What follows belongs to an exercise in optimizing a design on an open flow for small area; a production flow would make more cautious choices. Function was checked by simulation only, so behaviour that the tests miss may differ from the original. The clock port is modelled as an ideal driver, which makes a skipped or thinned clock tree look cheaper than it is; a real chip needs a root buffer or a tree. No activity file was given, so power comes from the tool's default toggle rates.

== job 101 ==
==> flow/design.v <==
module STI_DAC(clk ,reset, load, pi_data, pi_length, pi_fill, pi_msb, pi_low, pi_end,
	       so_data, so_valid,
	       pixel_finish, pixel_dataout, pixel_addr,
	       pixel_wr);
input		clk, reset;
input		load, pi_msb, pi_low, pi_end;
input	[15:0]	pi_data;
input	[1:0]	pi_length;
input		pi_fill;
output		so_data;
output reg	so_valid;
output		pixel_finish;
output reg	pixel_wr;
output reg [7:0] pixel_addr;
output reg [7:0] pixel_dataout;
reg [2:0] i;
reg [1:0] c;
reg done;
wire late = (pi_fill ^ pi_msb) & pi_length[1];
wire [1:0] c_first = {late, late & ~pi_length[0]};
wire [1:0] c_last = late ? 2'd1 : pi_length;
wire byte_end = (i == 3'd7);
wire last = byte_end && (c == c_last);
wire hi = (pi_length == 2'd0) ? pi_low : (pi_msb ^ c[0]);
assign so_data = ~c[1] & pi_data[{hi, i ^ {3{pi_msb}}}];
assign pixel_finish = done | (pixel_wr & (&pixel_addr));
always @(posedge clk or posedge reset) begin
	if (reset) begin
		so_valid <= 1'b0;
		pixel_wr <= 1'b0;
		pixel_addr <= 8'd0;
		done <= 1'b0;
	end
	else begin
		so_valid <= so_valid ? ~last : load;
		pixel_wr <= so_valid ? byte_end : (pi_end & ~pixel_finish);
		pixel_addr <= pixel_addr + {7'd0, pixel_wr};
		done <= pixel_finish;
	end
end
always @(posedge clk) begin
	i <= so_valid ? i + 3'd1 : 3'd0;
	c <= so_valid ? c + {1'b0, byte_end} : c_first;
	pixel_dataout <= so_valid ? {pixel_dataout[6:0], so_data} : 8'd0;
end
endmodule
clock: 5.0 ns
lec_check: 0
cap_margin: 20
core_area: 2.3 2.72 57.5 59.84
die_area: 0 0 59.8 62.56
slew_margin: 20
standard.sh (not shown) runs the stock make flow with config.mk's settings and CLKGATE_MAP_FILE= SYNTH_SCRIPT=/design/flow/synth_recipe.tcl, a recipe that flattens the netlist after the stock synthesis.
==> flow/flow/run.sh <==
#!/bin/bash
# Standard ORFS layout, with these changes: the ABC step of the standard synthesis
# maps for area (flow/area.script) with no adder cells, the port buffers are buf_1 cells, and the
# clock reaches the registers through a single buffer (flow/cts.tcl) instead of
# CTS's tree.
set -euo pipefail
W=$(pwd)
cat > "$W/area_synth.tcl" <<EOT
proc abc {args} {
  set i [lsearch -exact \$args -script]
  if {\$i >= 0} { lset args [expr {\$i + 1}] $W/flow/area.script }
  yosys abc {*}\$args
}
source $W/synth_recipe.tcl
EOT
export CLOCK_BUFFER_CELL=sky130_fd_sc_hd__clkbuf_4 CLOCK_BUFFER_COUNT=2
bash standard.sh SYNTH_SCRIPT="$W/area_synth.tcl" \
  BUFFER_PORTS_ARGS="-buffer_cell sky130_fd_sc_hd__buf_1" \
  ADDER_MAP_FILE= PRE_CTS_TCL="$W/flow/cts.tcl" finish > "$W/standard.log" 2>&1
Other scripts of this flow, unchanged in this note and not shown: flow/flow/area.script, flow/flow/cts.tcl
diff inputs: job 101 => job 102
==> flow/design.v <==
module STI_DAC(clk ,reset, load, pi_data, pi_length, pi_fill, pi_msb, pi_low, pi_end,
	       so_data, so_valid,
	       pixel_finish, pixel_dataout, pixel_addr,
	       pixel_wr);
input		clk, reset;
input		load, pi_msb, pi_low, pi_end;
input	[15:0]	pi_data;
input	[1:0]	pi_length;
input		pi_fill;
output		so_data;
output reg	so_valid;
output		pixel_finish;
output reg	pixel_wr;
output reg [7:0] pixel_addr;
output reg [7:0] pixel_dataout;
reg i0;
reg [2:1] i21;
wire [2:0] i = {i21, i0};
reg [1:0] c;
wire done = i0 & ~so_valid;
wire late = (pi_fill ^ pi_msb) & pi_length[1];
wire [1:0] c_first = {late, late & ~pi_length[0]};
wire [1:0] c_last = late ? 2'd1 : pi_length;
wire byte_end = (i == 3'd7);
wire last = byte_end && (c == c_last);
wire hi = (pi_length == 2'd0) ? pi_low : (pi_msb ^ c[0]);
assign so_data = ~c[1] & pi_data[{hi, i ^ {3{pi_msb}}}];
assign pixel_finish = done | (pixel_wr & (&pixel_addr));
always @(posedge clk or posedge reset) begin
	if (reset) begin
		so_valid <= 1'b0;
		pixel_wr <= 1'b0;
		i0 <= 1'b0;
	end
	else begin
		so_valid <= so_valid ? ~last : load;
		pixel_wr <= so_valid ? byte_end : (pi_end & ~pixel_finish);
		i0 <= so_valid ? ~i0 : pixel_finish;
	end
end
always @(posedge clk)
	pixel_addr <= reset ? 8'd0 : pixel_addr + {7'd0, pixel_wr};
always @(posedge clk) begin
	i21 <= so_valid ? i21 + {1'b0, i0} : 2'd0;
	c <= so_valid ? c + {1'b0, byte_end} : c_first;
	pixel_dataout <= so_valid ? {pixel_dataout[6:0], so_data} : 8'd0;
end
endmodule
### Flow results
Status | job 101 and job 102 | clean. Job 102 vs. job 101: largest net degree at the start of global routing now sits lower, number of vias in the routed layout climbed 43, share of the clock period used by the worst path after layout +2.6 points, via count of the first global-routing pass now sits higher. Job 102 vs. job 101: shortest period the worst path allows now sits higher; clock share of power now sits higher; clock-pin slew on the worst setup and hold paths now sits at about the same level; total power of the final layout now sits lower; tightest hold margin now sits at about the same level. Area: job 102 vs job 101 -> job 102 smaller. Relative to job 101, sequential cell area in the final layout decreased by about 11% in job 102.
In every run of this note, the design's own scripts or RTL, not TritonCTS, make the clock network.

---

Another version of the RTL of STI_DAC (not shown whole).
For scale: ~24 flip-flops, about 45 I/O pins, about 970 sq um of cells after synthesis.
==> module STI_DAC, before the edit <==
module STI_DAC(clk ,reset, load, pi_data, pi_length, pi_fill, pi_msb, pi_low, pi_end,
	       so_data, so_valid,
	       pixel_finish, pixel_dataout, pixel_addr,
	       pixel_wr);
input		clk, reset;
input		load, pi_msb, pi_low, pi_end;
input	[15:0]	pi_data;
input	[1:0]	pi_length;
input		pi_fill;
output		so_data;
output reg	so_valid;
output		pixel_finish;
output reg	pixel_wr;
output reg [7:0] pixel_addr;
output reg [7:0] pixel_dataout;
reg [2:0] i;
reg [1:0] c;
reg done;
wire late = (pi_fill ^ pi_msb) & pi_length[1];
wire [1:0] c_first = {late, late & ~pi_length[0]};
wire [1:0] c_last = late ? 2'd1 : pi_length;
wire byte_end = (i == 3'd7);
wire last = byte_end && (c == c_last);
wire hi = (pi_length == 2'd0) ? pi_low : (pi_msb ^ c[0]);
assign so_data = ~c[1] & pi_data[{hi, i ^ {3{pi_msb}}}];
assign pixel_finish = done | (pixel_wr & (&pixel_addr));
always @(posedge clk or posedge reset) begin
	if (reset) begin
		so_valid <= 1'b0;
		pixel_wr <= 1'b0;
		done <= 1'b0;
	end
	else begin
		so_valid <= so_valid ? ~last : load;
		pixel_wr <= so_valid ? byte_end : (pi_end & ~pixel_finish);
		done <= pixel_finish;
	end
end
always @(posedge clk)
	pixel_addr <= reset ? 8'd0 : pixel_addr + {7'd0, pixel_wr};
always @(posedge clk) begin
	i <= so_valid ? i + 3'd1 : 3'd0;
	c <= so_valid ? c + {1'b0, byte_end} : c_first;
	pixel_dataout <= so_valid ? {pixel_dataout[6:0], so_data} : 8'd0;
end
endmodule
clock: 5.0 ns
lec_check: 0
cap_margin: 20
core_area: 2.3 2.72 57.5 59.84
die_area: 0 0 59.8 62.56
slew_margin: 20
==> flow/flow/area.script <==
strash
dch -f
amap -m
topo
==> flow/flow/cts.tcl <==
# Clock distribution in place of CTS's tree: the registers are split by
# position into CLOCK_BUFFER_COUNT groups, and one clock buffer placed at the
# centre of each group drives its clock pins. The clock port drives only these
# buffers. cts.tcl then legalises them and repairs timing as usual.
set block [ord::get_db_block]
set dbu [$block getDbUnitsPerMicron]
set flops {}
foreach inst [$block getInsts] {
  if {[[$inst getMaster] isSequential]} {
    set b [$inst getBBox]
    lappend flops [list [$inst getName] [expr {([$b xMin] + [$b xMax]) / 2.0 / $dbu}] \
      [expr {([$b yMin] + [$b yMax]) / 2.0 / $dbu}]]
  }
}
# split the registers in k groups of near equal size by recursive bisection
# along the wider side
proc clock_groups {flops k} {
  if {$k <= 1 || [llength $flops] <= 1} { return [list $flops] }
  set xs [lmap f $flops {lindex $f 1}]
  set ys [lmap f $flops {lindex $f 2}]
  set wx [expr {[tcl::mathfunc::max {*}$xs] - [tcl::mathfunc::min {*}$xs]}]
  set wy [expr {[tcl::mathfunc::max {*}$ys] - [tcl::mathfunc::min {*}$ys]}]
  set sorted [lsort -real -index [expr {$wx >= $wy ? 1 : 2}] $flops]
  set k1 [expr {$k / 2}]
  set n1 [expr {int(round(double([llength $flops]) * $k1 / $k))}]
  return [concat [clock_groups [lrange $sorted 0 [expr {$n1 - 1}]] $k1] \
    [clock_groups [lrange $sorted $n1 end] [expr {$k - $k1}]]]
}
set g 0
foreach group [clock_groups $flops $::env(CLOCK_BUFFER_COUNT)] {
  set pins {}
  set xs 0.0
  set ys 0.0
  foreach f $group {
    lappend pins [get_pins [lindex $f 0]/CLK]
    set xs [expr {$xs + [lindex $f 1]}]
    set ys [expr {$ys + [lindex $f 2]}]
  }
  set x [expr {$xs / [llength $group]}]
  set y [expr {$ys / [llength $group]}]
  insert_buffer -buffer_cell $::env(CLOCK_BUFFER_CELL) -net clk -load_pins $pins \
    -location [list $x $y] -buffer_name clkbuf_$g -net_name clknet_$g
  puts "clock buffer $g: $::env(CLOCK_BUFFER_CELL) at $x $y drives [llength $group] registers"
  incr g
}
foreach it [[$block findNet clk] getITerms] {
  [[[$it getInst] findITerm X] getNet] setSigType CLOCK
}
puts "the clock port drives [llength [[$block findNet clk] getITerms]] pins"
set_propagated_clock [all_clocks]
proc clock_tree_synthesis {args} { puts "clock_tree_synthesis skipped: the clock buffers are in place" }
Scripts as last shown in full above: flow/flow/run.sh
Then changed:
--- a/flow/design.v
+++ b/flow/design.v
@@ -14,7 +14,9 @@
 output reg [7:0] pixel_addr;
 output reg [7:0] pixel_dataout;
-reg [2:0] i;
+reg i0;
+reg [2:1] i21;
+wire [2:0] i = {i21, i0};
 reg [1:0] c;
-reg done;
+wire done = i0 & ~so_valid;
 wire late = (pi_fill ^ pi_msb) & pi_length[1];
 wire [1:0] c_first = {late, late & ~pi_length[0]};
@@ -29,16 +31,16 @@
 		so_valid <= 1'b0;
 		pixel_wr <= 1'b0;
-		done <= 1'b0;
+		pixel_addr <= 8'd0;
+		i0 <= 1'b0;
 	end
 	else begin
 		so_valid <= so_valid ? ~last : load;
 		pixel_wr <= so_valid ? byte_end : (pi_end & ~pixel_finish);
-		done <= pixel_finish;
+		pixel_addr <= pixel_addr + {7'd0, pixel_wr};
+		i0 <= so_valid ? ~i0 : pixel_finish;
 	end
 end
-always @(posedge clk)
-	pixel_addr <= reset ? 8'd0 : pixel_addr + {7'd0, pixel_wr};
 always @(posedge clk) begin
-	i <= so_valid ? i + 3'd1 : 3'd0;
+	i21 <= so_valid ? i21 + {1'b0, i0} : 2'd0;
 	c <= so_valid ? c + {1'b0, byte_end} : c_first;
 	pixel_dataout <= so_valid ? {pixel_dataout[6:0], so_data} : 8'd0;
First-iteration DRC count rose by 32%.
Setup slack is worse by 88 ps.
Power rose by 15%.
Global-route usage rose by 0.38 points.
Hold slack hardly moves.
Wire length rose by 3.5%.
Sequential share of layout area rose by 1.2 points.
No run of this note takes its clock network from TritonCTS; it comes from the design's own scripts or RTL.

-- static timing again, ports no longer ideal --
Ports are ideal in the flow. The routed layouts listed here were re-timed in OpenROAD.
Step 1 (the two cells are an assumption about what drives the block):
set clk [get_ports {clk}]
set_driving_cell -lib_cell sky130_fd_sc_hd__clkbuf_16 $clk
set_driving_cell -lib_cell sky130_fd_sc_hd__buf_2 [delete_from_list [all_inputs] $clk]
Step 2 times the ports against the registers' clock, not the clock port: input delays grow and output delays shrink by t, the midpoint of the rising clock arrivals with the driver on.
a / b / c = ideal ports / drivers / drivers and shift; a / b = the first two.
run	t, ns	setup WS [ns]	latest minus earliest clock arrival (ns)
job 101	0.197	0.916 / 0.889 / 0.889	0.003 / 0.002
job 102	0.194	0.785 / 0.752 / 0.752	0.012 / 0.012
the first run of note 2	0.192	0.887 / 0.858 / 0.858	0.002 / 0.002
the second run of note 2	0.193	0.799 / 0.776 / 0.776	0.004 / 0.004
After both steps every run listed still meets setup and hold. For job 102, which loses most, drivers alone change the setup slack by -0.033 ns; drivers and shift together by -0.033 ns.
